Context: an optimization exercise on an open-source flow, tuned for small area and a short achievable clock period. The choices shown serve that exercise and are no tape-out recipe. RTL that was checked went through simulation tests only; none was proved equivalent to the original. The clock port is modelled as an ideal driver, which makes a skipped or thinned clock tree look cheaper than it is; a real chip needs a root buffer or a tree. Power figures rest on the tool's default switching activity, not on a simulated workload.

old:
==> flow/design.v <==
module stopwatch_01(clk,rst,key_reset,key_start_pasue,key_display_stop,hex0,hex1,hex2,hex3,hex4,hex5,hex6,hex7,led0,led1,led2,led3);
	input		clk,rst,key_reset,key_start_pasue,key_display_stop;
	output [6:0]	hex0,hex1,hex2,hex3,hex4,hex5,hex6,hex7;
	output	led0,led1,led2,led3;
	assign	led3 = 1'b0;
	reg	[1:0]	pre;
	wire	tick = pre[1];
	reg	[5:0]	hold_s, hold_d, hold_r;
	reg	start, freeze, cleared;
	reg	[3:0]	t0, t1, t2, t4, t6, t7;
	reg	[2:0]	t3, t5;
	reg	[3:0]	s0, s1, s2, s4, s6, s7;
	reg	[2:0]	s3, s5;
	wire	at50_s = hold_s[5] & hold_s[2] & hold_s[1] & hold_s[0];
	wire	at50_d = hold_d[5] & hold_d[2] & hold_d[1] & hold_d[0];
	wire	at50_r = hold_r[5] & hold_r[2] & hold_r[1] & hold_r[0];
	wire	push_s = tick & ~key_start_pasue;
	wire	push_d = tick & ~key_display_stop;
	wire	push_r = tick & ~key_reset;
	wire	fire_s = push_s & at50_s;
	wire	fire_d = push_d & at50_d;
	wire	fire_r = push_r & at50_r;
	wire	start_n, freeze_n;
	key_mux	u_ks(key_start_pasue, start, start ^ (tick & at50_s), start_n);
	key_mux	u_kd(key_display_stop, freeze, freeze ^ (tick & at50_d), freeze_n);
	wire	clr = rst | fire_r;
	function [3:0] step10;
		input [3:0] d;
		step10 = {~((~d[3] & d[0]) | (d[1])), (~d[3] & d[2]) | (~d[0]), ~((d[2] & ~d[0]) | (d[1])), (d[3]) | (~d[1] & d[0])};
	endfunction
	function [2:0] step6;
		input [2:0] d;
		step6 = {(d[0]), (~d[2] & ~d[1]) | (d[2] & d[0]), (~d[1])};
	endfunction
	function [3:0] step16;
		input [3:0] d;
		step16 = {(d[3] & ~d[2]) | (~d[3] & d[2] & d[1] & d[0]) | (d[3] & ~d[1]) | (d[3] & ~d[0]), (~d[3] & ~d[2] & ~d[1]) | (~d[2] & d[1] & d[0]) | (d[3] & d[2] & ~d[1]) | (d[2] & d[1] & ~d[0]), (~d[1] & d[0]) | (d[1] & ~d[0]), (~d[0])};
	endfunction
	wire	n0 = (~t0[3] & ~t0[2] & t0[1]);
	wire	n1 = (~t1[3] & ~t1[2] & t1[1]);
	wire	n2 = (~t2[3] & ~t2[2] & t2[1]);
	wire	n3 = (t3[1] & ~t3[0]);
	wire	n4 = (~t4[3] & ~t4[2] & t4[1]);
	wire	n5 = (t5[1] & ~t5[0]);
	wire	n6 = (~t6[3] & ~t6[2] & t6[1]);
	wire	p1 = n0;
	wire	p2 = p1 & n1;
	wire	p3 = p2 & n2;
	wire	p4 = p3 & n3;
	wire	p5 = p4 & n4;
	wire	p6 = p5 & n5;
	wire	p7 = p6 & n6;
	wire	run_released = tick & start;
	wire	run_pressed = tick & (start ^ at50_s);
	wire	p0 = 1'b1;
	wire	c0;
	key_mux	u_c0(key_start_pasue, run_released & p0, run_pressed & p0, c0);
	wire	c1;
	key_mux	u_c1(key_start_pasue, run_released & p1, run_pressed & p1, c1);
	wire	c2;
	key_mux	u_c2(key_start_pasue, run_released & p2, run_pressed & p2, c2);
	wire	c3;
	key_mux	u_c3(key_start_pasue, run_released & p3, run_pressed & p3, c3);
	wire	c4;
	key_mux	u_c4(key_start_pasue, run_released & p4, run_pressed & p4, c4);
	wire	c5;
	key_mux	u_c5(key_start_pasue, run_released & p5, run_pressed & p5, c5);
	wire	c6;
	key_mux	u_c6(key_start_pasue, run_released & p6, run_pressed & p6, c6);
	wire	c7;
	key_mux	u_c7(key_start_pasue, run_released & p7, run_pressed & p7, c7);
	wire	[3:0]	t0_r = c0 ? step10(t0) : t0;
	wire	[3:0]	t1_r = c1 ? step10(t1) : t1;
	wire	[3:0]	t2_r = c2 ? step10(t2) : t2;
	wire	[2:0]	t3_r = c3 ? step6(t3) : t3;
	wire	[3:0]	t4_r = c4 ? step10(t4) : t4;
	wire	[2:0]	t5_r = c5 ? step6(t5) : t5;
	wire	[3:0]	t6_r = c6 ? step10(t6) : t6;
	wire	[3:0]	t7_r = c7 ? step16(t7) : t7;
	wire	[29:0]	t_n = {t7_r, t6_r, t5_r, t4_r, t3_r, t2_r, t1_r, t0_r} & {30{~clr}};
	wire	load = clr | ~freeze_n;
	wire	[29:0]	s_n;
	hold_mux	#(30)	u_hold(t_n, {s7, s6, s5, s4, s3, s2, s1, s0}, load, s_n);
	always @(posedge clk) begin
		pre[0] <= ~rst & ~pre[0] & ~pre[1];
		pre[1] <= ~rst & pre[0];
		hold_s <= rst ? 6'd0 : push_s ? (at50_s ? 6'd0 : {hold_s[4:0], ~(hold_s[5] ^ hold_s[0])}) : hold_s;
		hold_d <= rst ? 6'd0 : push_d ? (at50_d ? 6'd0 : {hold_d[4:0], ~(hold_d[5] ^ hold_d[0])}) : hold_d;
		hold_r <= rst ? 6'd0 : push_r ? (at50_r ? 6'd0 : {hold_r[4:0], ~(hold_r[5] ^ hold_r[0])}) : hold_r;
		start   <= ~rst & start_n;
		freeze  <= ~rst & freeze_n;
		cleared <= ~rst & (cleared | fire_r);
		{t7, t6, t5, t4, t3, t2, t1, t0} <= t_n;
		{s7, s6, s5, s4, s3, s2, s1, s0} <= s_n;
	end
	assign	led0 = start;
	assign	led1 = cleared;
	assign	led2 = freeze;
	dec10	u0(s0, hex0);
	dec10	u1(s1, hex1);
	dec10	u2(s2, hex2);
	dec6	u3(s3, hex3);
	dec10	u4(s4, hex4);
	dec6	u5(s5, hex5);
	dec10	u6(s6, hex6);
	dec16	u7(s7, hex7);
endmodule
module key_mux(k, released, pressed, y);
	input	k, released, pressed;
	output	y;
	assign	y = k ? released : pressed;
endmodule
module hold_mux(a, b, sel, y);
	parameter	W = 1;
	input	[W-1:0]	a, b;
	input		sel;
	output	[W-1:0]	y;
	assign	y = sel ? a : b;
endmodule
module dec10(d, seg);
	input	[3:0]	d;
	output	[6:0]	seg;
	assign	seg[0] = (d[1] & ~d[0]) | (~d[3] & d[2] & ~d[0]);
	assign	seg[1] = (d[3] & ~d[1]);
	assign	seg[2] = (~d[3] & d[2] & ~d[1] & d[0]);
	assign	seg[3] = (~d[3] & d[2] & ~d[0]) | (d[3] & d[1]);
	assign	seg[4] = (d[2] & ~d[0]) | (d[1]);
	assign	seg[5] = (d[3] & d[1]) | (~d[3] & d[2] & d[0]);
	assign	seg[6] = (~d[2] & ~d[0]) | (d[3] & d[1]);
endmodule
module dec6(d, seg);
	input	[2:0]	d;
	output	[6:0]	seg;
	assign	seg[0] = (d[1] & d[0]);
	assign	seg[1] = (d[1] & ~d[0]);
	assign	seg[2] = (d[2] & ~d[1]);
	assign	seg[3] = (d[1] & d[0]);
	assign	seg[4] = ~((~d[1] & ~d[0]));
	assign	seg[5] = (~d[2] & d[0]) | (d[2] & ~d[1]);
	assign	seg[6] = ~((~d[1] & d[0]) | (d[2]));
endmodule
module dec16(d, seg);
	input	[3:0]	d;
	output	[6:0]	seg;
	assign	seg[0] = (d[2] & ~d[1]) | (d[3] & d[1]);
	assign	seg[1] = (~d[3] & ~d[2] & ~d[1] & d[0]) | (d[2] & d[1] & ~d[0]) | (d[3] & d[1]) | (d[3] & d[2]);
	assign	seg[2] = ~((~d[3] & d[0]) | (~d[2] & ~d[1]) | (~d[3] & d[2]));
	assign	seg[3] = (d[2] & ~d[1]) | (d[2] & d[0]) | (d[3] & d[1]);
	assign	seg[4] = (d[2] & ~d[1]) | (d[3] & d[1]) | (d[0]);
	assign	seg[5] = ~((~d[2] & ~d[1]) | (~d[3] & d[2] & ~d[0]));
	assign	seg[6] = (d[2] & d[0]) | (d[3] & d[1]) | (d[3] & d[2]) | (~d[3] & ~d[2] & ~d[1] & ~d[0]);
endmodule
clock: 5.0 ns
lec_check: 0
abc_area: 1
cap_margin: 20
core_margin: 2
core_utilization: 50
setup_slack_margin: 2.9
slew_margin: 20
synth_hierarchical: 1
buffer_ports_args: -buffer_cell sky130_fd_sc_hd__buf_1
pre_cts_tcl: /design/flow/flow/cts_pre.tcl
standard.sh (not shown) runs the stock make flow with config.mk's settings and CLKGATE_MAP_FILE= SYNTH_SCRIPT=/design/flow/synth_recipe.tcl, a recipe that flattens the netlist after the stock synthesis.
==> flow/flow/run.sh <==
#!/bin/bash
# The standard ORFS layout with two changes:
#  - port buffers are buf_1 cells (BUFFER_PORTS_ARGS),
#  - the clock is buffered by flow/cts_pre.tcl (four clkbuf_16 from the clock
#    port) in place of TritonCTS.
# The make output of the whole flow goes to flow_make.log here; ORFS keeps each
# step's own log under orfs/logs.
set -euo pipefail
here=$(pwd)
cat >> config.mk <<MK
export BUFFER_PORTS_ARGS = -buffer_cell sky130_fd_sc_hd__buf_1
export PRE_CTS_TCL = $here/flow/cts_pre.tcl
MK
bash standard.sh > flow_make.log 2>&1
Other scripts of this flow, unchanged in this note and not shown: flow/flow/clkbuf.tcl, flow/flow/cts_pre.tcl
#### Input delta (new over old)
diff --git a/flow/design.v b/flow/design.v
--- a/flow/design.v
+++ b/flow/design.v
@@ -24,27 +24,27 @@
 	key_mux	u_ks(key_start_pasue, start, start ^ (tick & at50_s), start_n);
 	key_mux	u_kd(key_display_stop, freeze, freeze ^ (tick & at50_d), freeze_n);
 	wire	clr = rst | fire_r;
 	function [3:0] step10;
 		input [3:0] d;
-		step10 = {~((~d[3] & d[0]) | (d[1])), (~d[3] & d[2]) | (~d[0]), ~((d[2] & ~d[0]) | (d[1])), (d[3]) | (~d[1] & d[0])};
+		step10 = {(~d[0]), (~d[1] & ~d[0]) | (d[3] & d[2] & d[0]), (~d[2] & d[0]) | (d[3] & ~d[1]) | (d[3] & d[2]), ~((d[2] & ~d[0]) | (~d[3]))};
 	endfunction
 	function [2:0] step6;
 		input [2:0] d;
 		step6 = {(d[0]), (~d[2] & ~d[1]) | (d[2] & d[0]), (~d[1])};
 	endfunction
 	function [3:0] step16;
 		input [3:0] d;
-		step16 = {(d[3] & ~d[2]) | (~d[3] & d[2] & d[1] & d[0]) | (d[3] & ~d[1]) | (d[3] & ~d[0]), (~d[3] & ~d[2] & ~d[1]) | (~d[2] & d[1] & d[0]) | (d[3] & d[2] & ~d[1]) | (d[2] & d[1] & ~d[0]), (~d[1] & d[0]) | (d[1] & ~d[0]), (~d[0])};
+		step16 = {(d[3] & ~d[2] & ~d[0]) | (~d[3] & d[0]) | (~d[2] & d[1]), (~d[3] & d[2] & d[1]) | (d[3] & ~d[2]) | (d[3] & ~d[1]), (d[1] & d[0]) | (~d[3] & d[2] & d[1]) | (d[2] & d[0]) | (~d[3] & ~d[2] & ~d[1] & ~d[0]), (~d[3] & d[1]) | (d[2] & d[1] & d[0]) | (~d[3] & d[2] & ~d[0]) | (d[3] & ~d[2] & ~d[1])};
 	endfunction
-	wire	n0 = (~t0[3] & ~t0[2] & t0[1]);
-	wire	n1 = (~t1[3] & ~t1[2] & t1[1]);
-	wire	n2 = (~t2[3] & ~t2[2] & t2[1]);
+	wire	n0 = (~t0[3] & t0[2]);
+	wire	n1 = (~t1[3] & t1[2]);
+	wire	n2 = (~t2[3] & t2[2]);
 	wire	n3 = (t3[1] & ~t3[0]);
-	wire	n4 = (~t4[3] & ~t4[2] & t4[1]);
+	wire	n4 = (~t4[3] & t4[2]);
 	wire	n5 = (t5[1] & ~t5[0]);
-	wire	n6 = (~t6[3] & ~t6[2] & t6[1]);
+	wire	n6 = (~t6[3] & t6[2]);
 	wire	p1 = n0;
 	wire	p2 = p1 & n1;
 	wire	p3 = p2 & n2;
 	wire	p4 = p3 & n3;
 	wire	p5 = p4 & n4;
@@ -118,17 +118,17 @@
 	assign	y = sel ? a : b;
 endmodule
 module dec10(d, seg);
 	input	[3:0]	d;
 	output	[6:0]	seg;
-	assign	seg[0] = (d[1] & ~d[0]) | (~d[3] & d[2] & ~d[0]);
-	assign	seg[1] = (d[3] & ~d[1]);
-	assign	seg[2] = (~d[3] & d[2] & ~d[1] & d[0]);
-	assign	seg[3] = (~d[3] & d[2] & ~d[0]) | (d[3] & d[1]);
-	assign	seg[4] = (d[2] & ~d[0]) | (d[1]);
-	assign	seg[5] = (d[3] & d[1]) | (~d[3] & d[2] & d[0]);
-	assign	seg[6] = (~d[2] & ~d[0]) | (d[3] & d[1]);
+	assign	seg[0] = ~((~d[2] & ~d[0]) | (d[1]));
+	assign	seg[1] = (~d[3] & ~d[2] & d[1]);
+	assign	seg[2] = (d[2] & d[1] & ~d[0]);
+	assign	seg[3] = (d[3] & ~d[1]);
+	assign	seg[4] = ~((d[3] & d[2] & d[1]) | (~d[3] & ~d[0]));
+	assign	seg[5] = (d[3] & ~d[0]);
+	assign	seg[6] = (~d[1] & ~d[0]);
 endmodule
 module dec6(d, seg);
 	input	[2:0]	d;
 	output	[6:0]	seg;
 	assign	seg[0] = (d[1] & d[0]);
@@ -140,13 +140,13 @@
 	assign	seg[6] = ~((~d[1] & d[0]) | (d[2]));
 endmodule
 module dec16(d, seg);
 	input	[3:0]	d;
 	output	[6:0]	seg;
-	assign	seg[0] = (d[2] & ~d[1]) | (d[3] & d[1]);
-	assign	seg[1] = (~d[3] & ~d[2] & ~d[1] & d[0]) | (d[2] & d[1] & ~d[0]) | (d[3] & d[1]) | (d[3] & d[2]);
-	assign	seg[2] = ~((~d[3] & d[0]) | (~d[2] & ~d[1]) | (~d[3] & d[2]));
-	assign	seg[3] = (d[2] & ~d[1]) | (d[2] & d[0]) | (d[3] & d[1]);
-	assign	seg[4] = (d[2] & ~d[1]) | (d[3] & d[1]) | (d[0]);
-	assign	seg[5] = ~((~d[2] & ~d[1]) | (~d[3] & d[2] & ~d[0]));
-	assign	seg[6] = (d[2] & d[0]) | (d[3] & d[1]) | (d[3] & d[2]) | (~d[3] & ~d[2] & ~d[1] & ~d[0]);
+	assign	seg[0] = (d[1]);
+	assign	seg[1] = (d[1] & d[0]) | (d[2] & ~d[0]);
+	assign	seg[2] = ~((d[2] & ~d[1]) | (~d[2] & ~d[0]) | (~d[3] & ~d[1]));
+	assign	seg[3] = (~d[3] & ~d[2] & d[0]) | (d[1]);
+	assign	seg[4] = (~d[3] & d[0]) | (d[1]) | (d[3] & d[2]);
+	assign	seg[5] = ~((~d[1] & ~d[0]) | (d[3] & ~d[2] & ~d[0]) | (d[3] & d[2] & ~d[1]));
+	assign	seg[6] = (d[1] & d[0]) | (~d[3] & ~d[2]) | (d[2] & d[1]);
 endmodule
## What came out
- new gives more clock share of power than old did.
- | final cell count | new vs old | 41 higher |
- The lower worst setup slack for register-to-register paths came out of old.
- Looking at final clock skew, new sits above old.
- Compared new vs old, and post-synthesis sequential area ratio is down in new.
- new was carried through to the last stage, and its layout satisfied the timing, DRC and antenna checks.
- Across both runs, layout overhead on the synthesized area was lower for new than for old.
- Going from old to new, routed wire length on met3 shrank by a few percent.
- More vias were needed by new than by old.
- Going from old to new, design area now sits higher; worst hold slack across all endpoints now sits lower.
For new, only the layout was checked, not whether the RTL still works. No run of this note takes its clock network from TritonCTS; it comes from the design's own scripts or RTL.

---

== the baseline ==
RTL: the design.v shown in full above, as it stands there.
clock: 5.0 ns
lec_check: 0
abc_area: 1
cap_margin: 20
core_margin: 2
core_utilization: 50
setup_slack_margin: 3.0
slew_margin: 20
synth_hierarchical: 1
buffer_ports_args: -buffer_cell sky130_fd_sc_hd__buf_1
pre_cts_tcl: /design/flow/flow/cts_pre.tcl
==> flow/flow/clkbuf.tcl <==
# Clock buffering used in place of TritonCTS: the clock port drives a few
# clock buffers, each driving the flip-flops of one region of the die; the
# regions split the sinks into equal groups, first by x and then by y.
proc clk_split {keyed parts axis} {
  if {$parts <= 1} { return [list $keyed] }
  set keyed [lsort -integer -index $axis $keyed]
  set half [expr {[llength $keyed] / 2}]
  set sub [expr {$parts / 2}]
  set other [expr {1 - $axis}]
  return [concat [clk_split [lrange $keyed 0 [expr {$half - 1}]] $sub $other] \
                 [clk_split [lrange $keyed $half end] $sub $other]]
}

proc insert_clock_buffers {nbuf master_name} {
  set block [ord::get_db_block]
  set db [ord::get_db]
  set clknet [$block findNet clk]
  set master [$db findMaster $master_name]
  set keyed {}
  foreach it [$clknet getITerms] {
    set loc [[$it getInst] getLocation]
    lappend keyed [list [lindex $loc 0] [lindex $loc 1] $it]
  }
  set b 0
  foreach slice [clk_split $keyed $nbuf 0] {
    if {[llength $slice] == 0} continue
    set sx 0; set sy 0
    foreach k $slice { set sx [expr {$sx + [lindex $k 0]}]; set sy [expr {$sy + [lindex $k 1]}] }
    set cx [expr {int($sx / [llength $slice])}]
    set cy [expr {int($sy / [llength $slice])}]
    set inst [odb::dbInst_create $block $master "clkroot_buf_$b"]
    set net [odb::dbNet_create $block "clkroot_net_$b"]
    $net setSigType CLOCK
    foreach k $slice {
      set it [lindex $k 2]
      $it disconnect
      $it connect $net
    }
    [$inst findITerm A] connect $clknet
    [$inst findITerm X] connect $net
    $inst setLocation $cx $cy
    $inst setPlacementStatus PLACED
    incr b
  }
}
==> flow/flow/cts_pre.tcl <==
# Runs at the start of ORFS's CTS step (PRE_CTS_TCL). Instead of TritonCTS's
# two-level tree, the clock port drives four clkbuf_16 cells, each driving the
# flip-flops of one quarter of the die (sinks split by x), so every register's
# clock arrives through one buffer with no deliberate skew.
source [file join [file dirname [info script]] clkbuf.tcl]
insert_clock_buffers 4 sky130_fd_sc_hd__clkbuf_16
rename clock_tree_synthesis tritoncts_unused
proc clock_tree_synthesis {args} {
  set_propagated_clock [all_clocks]
}
Scripts as last shown in full above: flow/flow/run.sh
Inputs modified between the baseline and the candidate:
--- a/flow/design.v
+++ b/flow/design.v
@@ -23,29 +23,29 @@
 	wire	start_n, freeze_n;
 	key_mux	u_ks(key_start_pasue, start, start ^ (tick & at50_s), start_n);
 	key_mux	u_kd(key_display_stop, freeze, freeze ^ (tick & at50_d), freeze_n);
 	wire	clr = rst | fire_r;
 	function [3:0] step10;
 		input [3:0] d;
-		step10 = {~((~d[3] & d[0]) | (d[1])), (~d[3] & d[2]) | (~d[0]), ~((d[2] & ~d[0]) | (d[1])), (d[3]) | (~d[1] & d[0])};
+		step10 = {(~d[0]), (~d[1] & ~d[0]) | (d[3] & d[2] & d[0]), (~d[2] & d[0]) | (d[3] & ~d[1]) | (d[3] & d[2]), ~((d[2] & ~d[0]) | (~d[3]))};
 	endfunction
 	function [2:0] step6;
 		input [2:0] d;
 		step6 = {(d[0]), (~d[2] & ~d[1]) | (d[2] & d[0]), (~d[1])};
 	endfunction
 	function [3:0] step16;
 		input [3:0] d;
-		step16 = {(d[3] & ~d[2]) | (~d[3] & d[2] & d[1] & d[0]) | (d[3] & ~d[1]) | (d[3] & ~d[0]), (~d[3] & ~d[2] & ~d[1]) | (~d[2] & d[1] & d[0]) | (d[3] & d[2] & ~d[1]) | (d[2] & d[1] & ~d[0]), (~d[1] & d[0]) | (d[1] & ~d[0]), (~d[0])};
+		step16 = {(d[3] & ~d[2] & ~d[0]) | (~d[3] & d[0]) | (~d[2] & d[1]), (~d[3] & d[2] & d[1]) | (d[3] & ~d[2]) | (d[3] & ~d[1]), (d[1] & d[0]) | (~d[3] & d[2] & d[1]) | (d[2] & d[0]) | (~d[3] & ~d[2] & ~d[1] & ~d[0]), (~d[3] & d[1]) | (d[2] & d[1] & d[0]) | (~d[3] & d[2] & ~d[0]) | (d[3] & ~d[2] & ~d[1])};
 	endfunction
-	wire	n0 = (~t0[3] & ~t0[2] & t0[1]);
-	wire	n1 = (~t1[3] & ~t1[2] & t1[1]);
-	wire	n2 = (~t2[3] & ~t2[2] & t2[1]);
+	wire	n0 = (~t0[3] & t0[2]);
+	wire	n1 = (~t1[3] & t1[2]);
+	wire	n2 = (~t2[3] & t2[2]);
 	wire	n3 = (t3[1] & ~t3[0]);
-	wire	n4 = (~t4[3] & ~t4[2] & t4[1]);
+	wire	n4 = (~t4[3] & t4[2]);
 	wire	n5 = (t5[1] & ~t5[0]);
-	wire	n6 = (~t6[3] & ~t6[2] & t6[1]);
+	wire	n6 = (~t6[3] & t6[2]);
 	wire	p1 = n0;
 	wire	p2 = p1 & n1;
 	wire	p3 = p2 & n2;
 	wire	p4 = p3 & n3;
 	wire	p5 = p4 & n4;
 	wire	p6 = p5 & n5;
@@ -117,19 +117,19 @@
 	output	[W-1:0]	y;
 	assign	y = sel ? a : b;
 endmodule
 module dec10(d, seg);
 	input	[3:0]	d;
 	output	[6:0]	seg;
-	assign	seg[0] = (d[1] & ~d[0]) | (~d[3] & d[2] & ~d[0]);
-	assign	seg[1] = (d[3] & ~d[1]);
-	assign	seg[2] = (~d[3] & d[2] & ~d[1] & d[0]);
-	assign	seg[3] = (~d[3] & d[2] & ~d[0]) | (d[3] & d[1]);
-	assign	seg[4] = (d[2] & ~d[0]) | (d[1]);
-	assign	seg[5] = (d[3] & d[1]) | (~d[3] & d[2] & d[0]);
-	assign	seg[6] = (~d[2] & ~d[0]) | (d[3] & d[1]);
+	assign	seg[0] = ~((~d[2] & ~d[0]) | (d[1]));
+	assign	seg[1] = (~d[3] & ~d[2] & d[1]);
+	assign	seg[2] = (d[2] & d[1] & ~d[0]);
+	assign	seg[3] = (d[3] & ~d[1]);
+	assign	seg[4] = ~((d[3] & d[2] & d[1]) | (~d[3] & ~d[0]));
+	assign	seg[5] = (d[3] & ~d[0]);
+	assign	seg[6] = (~d[1] & ~d[0]);
 endmodule
 module dec6(d, seg);
 	input	[2:0]	d;
 	output	[6:0]	seg;
 	assign	seg[0] = (d[1] & d[0]);
 	assign	seg[1] = (d[1] & ~d[0]);
@@ -139,14 +139,14 @@
 	assign	seg[5] = (~d[2] & d[0]) | (d[2] & ~d[1]);
 	assign	seg[6] = ~((~d[1] & d[0]) | (d[2]));
 endmodule
 module dec16(d, seg);
 	input	[3:0]	d;
 	output	[6:0]	seg;
-	assign	seg[0] = (d[2] & ~d[1]) | (d[3] & d[1]);
-	assign	seg[1] = (~d[3] & ~d[2] & ~d[1] & d[0]) | (d[2] & d[1] & ~d[0]) | (d[3] & d[1]) | (d[3] & d[2]);
-	assign	seg[2] = ~((~d[3] & d[0]) | (~d[2] & ~d[1]) | (~d[3] & d[2]));
-	assign	seg[3] = (d[2] & ~d[1]) | (d[2] & d[0]) | (d[3] & d[1]);
-	assign	seg[4] = (d[2] & ~d[1]) | (d[3] & d[1]) | (d[0]);
-	assign	seg[5] = ~((~d[2] & ~d[1]) | (~d[3] & d[2] & ~d[0]));
-	assign	seg[6] = (d[2] & d[0]) | (d[3] & d[1]) | (d[3] & d[2]) | (~d[3] & ~d[2] & ~d[1] & ~d[0]);
+	assign	seg[0] = (d[1]);
+	assign	seg[1] = (d[1] & d[0]) | (d[2] & ~d[0]);
+	assign	seg[2] = ~((d[2] & ~d[1]) | (~d[2] & ~d[0]) | (~d[3] & ~d[1]));
+	assign	seg[3] = (~d[3] & ~d[2] & d[0]) | (d[1]);
+	assign	seg[4] = (~d[3] & d[0]) | (d[1]) | (d[3] & d[2]);
+	assign	seg[5] = ~((~d[1] & ~d[0]) | (d[3] & ~d[2] & ~d[0]) | (d[3] & d[2] & ~d[1]));
+	assign	seg[6] = (d[1] & d[0]) | (~d[3] & ~d[2]) | (d[2] & d[1]);
 endmodule
==> comparison <==
Higher compound-gate portion of the synthesized area among the candidate and the baseline: the baseline. The baseline → the candidate: total track usage now larger, routed length on met3 went up 4 µm, post-synthesis instance total rose about 7%. Taking the baseline as the reference point, the utilization of the candidate falls by 0.88 points. Result for the candidate and the baseline: all clean.
No functional check of the RTL was part of the candidate. No run of this note takes its clock network from TritonCTS; it comes from the design's own scripts or RTL.

afterwards: timing with drivers on the ports:
How much do the figures lean on ideal ports? The routed layouts below were timed once more, with nothing changed but the port constraints.
Step 1, drivers: a clkbuf_16 drives clk and a buf_2 each remaining input, both assumed.
Step 2 adds t to the input delays and takes it off the output delays; t is the mean of the earliest and latest rising clock arrival at the registers after step 1. Input paths then give back, and output paths get back, about the clock's delay inside the block.
a / b / c = ideal / step 1 / step 2; a / b = the first two.
| run | t (ns) | setup WS [ns] | slew at the worst register clock pin (ns) |
|---|---|---|---|
| old | 0.221 | 3.002 / 2.925 / 2.880 | 0.08 / 0.08 |
| new | 0.222 | 2.969 / 2.958 / 2.804 | 0.08 / 0.08 |
| the baseline | 0.222 | 3.031 / 2.957 / 2.901 | 0.08 / 0.08 |
| the candidate | 0.222 | 3.032 / 3.003 / 2.866 | 0.08 / 0.08 |
After both steps every run listed still meets setup and hold. For the candidate, which loses most, drivers alone change the setup slack by -0.029 ns; drivers and shift together by -0.166 ns.
